This design comes from an exercise in tuning for small area, a short achievable clock period and few clock cycles on the open sky130 flow, not from production work. Only simulation tests tie the RTL to the original design; equivalence was not proved. Power and IR drop assume default switching activity.

==> flow/design.v (excerpt) <==
module user_proj_sdram (
    input  wire        wb_clk_i,
    input  wire        wb_rst_i,
    input  wire        wbs_stb_i,
    input  wire        wbs_cyc_i,
    input  wire        wbs_we_i,
    input  wire [3:0]  wbs_sel_i,
    input  wire [31:0] wbs_dat_i,
    input  wire [31:0] wbs_adr_i,
    output wire        wbs_ack_o,
    output wire [31:0] wbs_dat_o,
    output wire        sdram_cke,
    output wire        sdram_cs_n,
    output wire        sdram_ras_n,
    output wire        sdram_cas_n,
    output wire        sdram_we_n,
    output wire [3:0]  sdram_dqm,
    output wire [1:0]  sdram_ba,
    output wire [12:0] sdram_a,
    input  wire [31:0] sdram_dqi,
    output wire [31:0] sdram_dqo
);
    sdram_controller u_ctrl (
        .clk      (wb_clk_i),
        .rst      (wb_rst_i),
        .req      (wbs_stb_i & wbs_cyc_i),
        .we       (wbs_we_i),
        .sel      (wbs_sel_i),
        .adr      (wbs_adr_i[22:0]),
        .dat_i    (wbs_dat_i),
        .ack      (wbs_ack_o),
        .dat_o    (wbs_dat_o),
        .sdram_cke(sdram_cke),
        .sdram_cs_n(sdram_cs_n),
        .sdram_ras_n(sdram_ras_n),
        .sdram_cas_n(sdram_cas_n),
        .sdram_we_n(sdram_we_n),
        .sdram_dqm(sdram_dqm),
        .sdram_ba (sdram_ba),
        .sdram_a  (sdram_a),
  ...
For scale: ~1,200 cells after synthesis, roughly 220 flip-flops, roughly 190 I/O pins.
clock: 4.5 ns
lec_check: 0
abc_area: 1
cap_margin: 20
core_margin: 2
core_utilization: 40
cts_buf_list: sky130_fd_sc_hd__clkbuf_4 sky130_fd_sc_hd__clkbuf_8
setup_slack_margin: 1.5
slew_margin: 20
standard.sh (not shown) runs the stock make flow with config.mk's settings and CLKGATE_MAP_FILE= SYNTH_SCRIPT=/design/flow/synth_recipe.tcl, a recipe that flattens the netlist after the stock synthesis.
==> flow/flow/run.sh <==
#!/bin/bash
# Standard layout, with the smallest buffer on the ports (buffer_ports
# otherwise picks clkdlybuf4s50_1); timing repair still sizes them up where
# needed. Each tool writes its own log under orfs/logs; make's output goes
# to flow_make.log.
set -euo pipefail
export BUFFER_PORTS_ARGS="-buffer_cell sky130_fd_sc_hd__buf_1"
bash standard.sh > flow_make.log 2>&1
Testbench counts at the start, summed over its fixed seeds: cycles 23,166.
Edit:
==> flow/run.sh (new file) <==
#!/bin/bash
# synth_recipe.tcl (not shown) runs the flow's synth.tcl, then flattens the netlist and writes it again
# the make line also repeats each setting of config.mk as NAME=value (left out here)
make -C /OpenROAD-flow-scripts/flow DESIGN_CONFIG=/design/flow/config.mk WORK_HOME=/design/flow/orfs CLKGATE_MAP_FILE= SYNTH_SCRIPT=/design/flow/synth_recipe.tcl finish
Settings changed: CTS_BUF_LIST sky130_fd_sc_hd__clkbuf_4 sky130_fd_sc_hd__clkbuf_8 to default.
removed: flow/flow/run.sh
removed: flow/standard.sh
Outcome:
- wire length is higher by about 2%
- cell count is lower by about 0.7%
- cell area is higher by about 7%
- power is higher by about 4%
- clock skew is lower by 11 ps
- global-route usage is higher by 0.19 points
- die area is unchanged
- first-iteration DRC count is higher by 34%
- synthesized cell count stays the same
- utilization is higher by 3.3 points
Edit:
==> flow/flow/run.sh (new file) <==
#!/bin/bash
# Standard layout, with the smallest buffer on the ports (buffer_ports
# otherwise picks clkdlybuf4s50_1); timing repair still sizes them up where
# needed. Each tool writes its own log under orfs/logs; make's output goes
# to flow_make.log.
set -euo pipefail
export BUFFER_PORTS_ARGS="-buffer_cell sky130_fd_sc_hd__buf_1"
bash standard.sh > flow_make.log 2>&1
==> flow/standard.sh (new file) <==
#!/bin/bash
# synth_recipe.tcl (not shown) runs the flow's synth.tcl, then flattens the netlist and writes it again
# the make line also repeats each setting of config.mk as NAME=value (left out here)
make -C /OpenROAD-flow-scripts/flow DESIGN_CONFIG=/design/flow/config.mk WORK_HOME=/design/flow/orfs CLKGATE_MAP_FILE= SYNTH_SCRIPT=/design/flow/synth_recipe.tcl "${@:-finish}"
removed: flow/run.sh
Utilization decreases by 3.3 points.
Power decreases by about 1.3%.
Sequential share of layout area increases by 2.9 points.
Synthesized area does not change.
Wire length decreases by 3.3%.
Fmax increases by about 0.33%.
Via count decreases by 0.87%.
Combinational power decreases by about 12%.
Flip-flop and latch count stays the same.
Design area decreases by 6.6%.
Non-clock buffer count decreases by 15.
Edit:
Settings changed: CORE_UTILIZATION 40 to 60.
Effect:
- utilization grows by 23 points
- routed wire length came out lower by 0.50%
- first-iteration DRC count climbs by 20%
- sequential share of layout area climbs by 0.37 points
- combinational power goes up by 2.5%
- cell count is lower by 6.3%
- area after synthesis is unchanged
- global-route usage climbs by 8.9 points
- total power fell by 3.8%
Edit:
Settings changed: CORE_UTILIZATION 60 to 40, SETUP_SLACK_MARGIN 1.5 to 2.0.
Outcome:
- utilization came out lower by 21 points
- setup slack gains 120 ps
- design area came out higher by 5.9%
- non-clock buffer count came out higher by 21
- combinational power came out higher by about 3.6%
- routed wire length came out higher by about 3.4%
- clock-buffer cell count came out lower by 1
Edit:
Settings changed: ABC_AREA 1 to 0, SETUP_SLACK_MARGIN 2.0 to 1.5.
Effect: Sequential share of layout area increases by 1.5 points; setup slack is worse by 610 ps; clock power came out lower by a few percent; total power falls by a few percent; design area drops by a few percent; routed wire length drops by a few percent; area after synthesis came out lower by a few percent; clock-buffer cell count came out higher by 5; worst hold slack gains 4.4 ps; die area is lower by a few percent; fmax drops by about a fifth.

* * *

== job 2329 ==
user_proj_sdram, a different RTL version from the one above (not shown whole).
For scale: ~1,200 cells after synthesis, roughly 170 flip-flops.
Settings: LEC_CHECK=0, ABC_AREA=1, CAP_MARGIN=20, CORE_MARGIN=2, CORE_UTILIZATION=40, SETUP_SLACK_MARGIN=0.8, SLEW_MARGIN=20; clock period 4.5 ns.
==> flow/flow/run.sh <==
#!/bin/bash
# Standard layout, with the smallest buffer on the ports (buffer_ports
# otherwise picks clkdlybuf4s50_1); timing repair still sizes them up where
# needed. Each tool writes its own log under orfs/logs; make's output goes
# to flow_make.log.
set -euo pipefail
export BUFFER_PORTS_ARGS="-buffer_cell sky130_fd_sc_hd__buf_1"
bash standard.sh > flow_make.log 2>&1
Testbench counts of job 2329, summed over its fixed seeds: cycles 23,337.
Input-level comparison between job 5766 and job 2329:
Settings: changing SETUP_SLACK_MARGIN from 0.8 to 1.5.
Notes after the runs:
Critical path depth: job 5766 vs job 2329 down 2. Met2 wire length: lower on job 2329. Post-route clock period utilization in job 5766 is 6.3 points below job 2329. The fraction of layout cells with a size suffix above 1 of job 5766 exceeds that of job 2329 by 17 points. Job 5766 vs. job 2329: number of multi-input logic gates held steady, minimum clock period shrank by 0.28 ns. Clock share of power: higher on job 2329. Compared to job 2329, job 5766 has non-clock buffer count 56 higher.
The following lists how job 2788 was set up differently from job 5766:
Settings: changing ABC_AREA from 1 to 0; setting ABC_CLOCK_PERIOD_IN_PS to 1000 for the first time.
Global-route usage, job 5766 and job 2788: smaller value in job 2788. Taking job 5766 as the reference, in job 2788 count of cells along the worst register-to-register path down 8, share of total power in the clock network rose by 2.9 points, number of post-CTS setup repair buffers fell 29, number of DRC markers after the initial detailed-route iteration saw a decrease, part of the Yosys area used for sequential elements now sits higher. The run showing the greater post-synthesis to final-layout area growth is job 5766. Chip width: job 5766 and job 2788 compared, lower one is job 2788. Clock skew: job 5766 vs job 2788, no meaningful difference. Summary of the comparison: total via count after detailed routing is lower in job 2788, relative to job 5766.
The following lists how job 7135 was set up differently from job 2788:
Settings: clearing ABC_CLOCK_PERIOD_IN_PS, which used to be 1000; swapping 1.5 for 1.25 in SETUP_SLACK_MARGIN; swapping 0 for 1 in ABC_AREA.
Results
The total power per unit cell area in job 7135 was lower than what job 2788 gave. Note that the number of placed instances, taps included recorded for job 2788 amounts to 0.76 times the value seen in job 7135. Diff job 2788 -> job 7135 | final routed wirelength across all metal layers | increase of about 20%. | clock slew seen by the registers of the worst setup and hold paths | job 2788 vs job 7135 | ≈ equal |. Growth of design area from synthesis to finish was higher in job 2788 than in job 7135. From job 2788 to job 7135 the numbers moved as follows: top achievable clock speed rose by about 11%; global-route total usage across every layer went up 1.7 points; part of the cycle the worst path needs lost 7.9 points. Delta (job 7135 minus job 2788): total power went up about 0.37%, utilization went down 1.1 points.
The following lists how job 3148 was set up differently from job 7135:
Settings: a change of SETUP_SLACK_MARGIN from 1.25 to 1.5; a change of ABC_AREA from 1 to 0; an added ABC_CLOCK_PERIOD_IN_PS of 1500.
When job 3148 is set beside job 7135, its data arrival time of the worst path turns out to be 0.35 ns larger.
Compared with job 7135, job 3148 shows a lower depth of the critical timing path with buffers and inverters included.
Job 3148 vs job 7135, cell with the largest stage delay on the worst path: sky130_fd_sc_hd__o41ai_2 vs sky130_fd_sc_hd__xor2_2
Against job 7135, job 3148 reports a fraction of standard cell area in multi-input logic that is lower.
Job 3148 vs. job 7135: compound-gate portion of the synthesized area higher; non-clock buffer count went up by 9.0%; finished layout cell area lost 4.7%; via count down 20%; simple-gate portion of the synthesized area -11 points.
In the metrics for job 7135 and job 3148, the one carrying the higher area of placed instances is job 7135.
The sequential share of cell area of job 3148 exceeds that of job 7135 by 2.0 points.

afterwards: timing with drivers on the ports:
No port has a modelled driver above. Below, the same layouts with a new extraction and two added sets of constraints. Step 1: set_driving_cell puts a clkbuf_16 on wb_clk_i and a buf_2 on each other input, an assumption about the parent block. Step 2 also shifts input and output timing later by t, the mid clock arrival at the registers, as if the neighbouring blocks saw the same clock. a / b / c = ideal / step 1 / step 2; a / b = the first two.
run	t (ns)	slack for setup (ns)	latest minus earliest clock arrival (ns)	slew at the worst register clock pin (ns)	cell pins on the clock port's net
the first run of note 1	0.576	1.117 / 1.094 / 1.085	0.022 / 0.022	0.07 / 0.07	1
the second run of note 1	0.579	1.078 / 1.038 / 1.038	0.010 / 0.011	0.06 / 0.06	1
the third run of note 1	0.577	1.089 / 1.069 / 1.052	0.012 / 0.011	0.07 / 0.07	1
the fourth run of note 1	0.548	0.968 / 0.945 / 0.945	0.011 / 0.011	0.07 / 0.07	1
the fifth run of note 1	0.583	1.091 / 1.053 / 1.053	0.009 / 0.009	0.06 / 0.06	1
the sixth run of note 1	0.560	0.482 / 0.449 / 0.449	0.016 / 0.017	0.06 / 0.06	1
job 2329	0.467	0.923 / 0.894 / 0.894	0.012 / 0.012	0.07 / 0.07	1
job 5766	0.476	1.205 / 1.181 / 0.997	0.015 / 0.015	0.08 / 0.08	1
job 2788	0.485	0.918 / 0.888 / 0.888	0.016 / 0.016	0.08 / 0.08	1
job 7135	0.477	1.274 / 1.250 / 0.920	0.012 / 0.012	0.07 / 0.07	1
job 3148	0.485	0.918 / 0.888 / 0.888	0.016 / 0.016	0.08 / 0.08	1
After both steps setup and hold are still met in every run listed. The setup slack of job 7135, which loses most, moves by -0.024 ns with the drivers and by -0.354 ns with both steps.
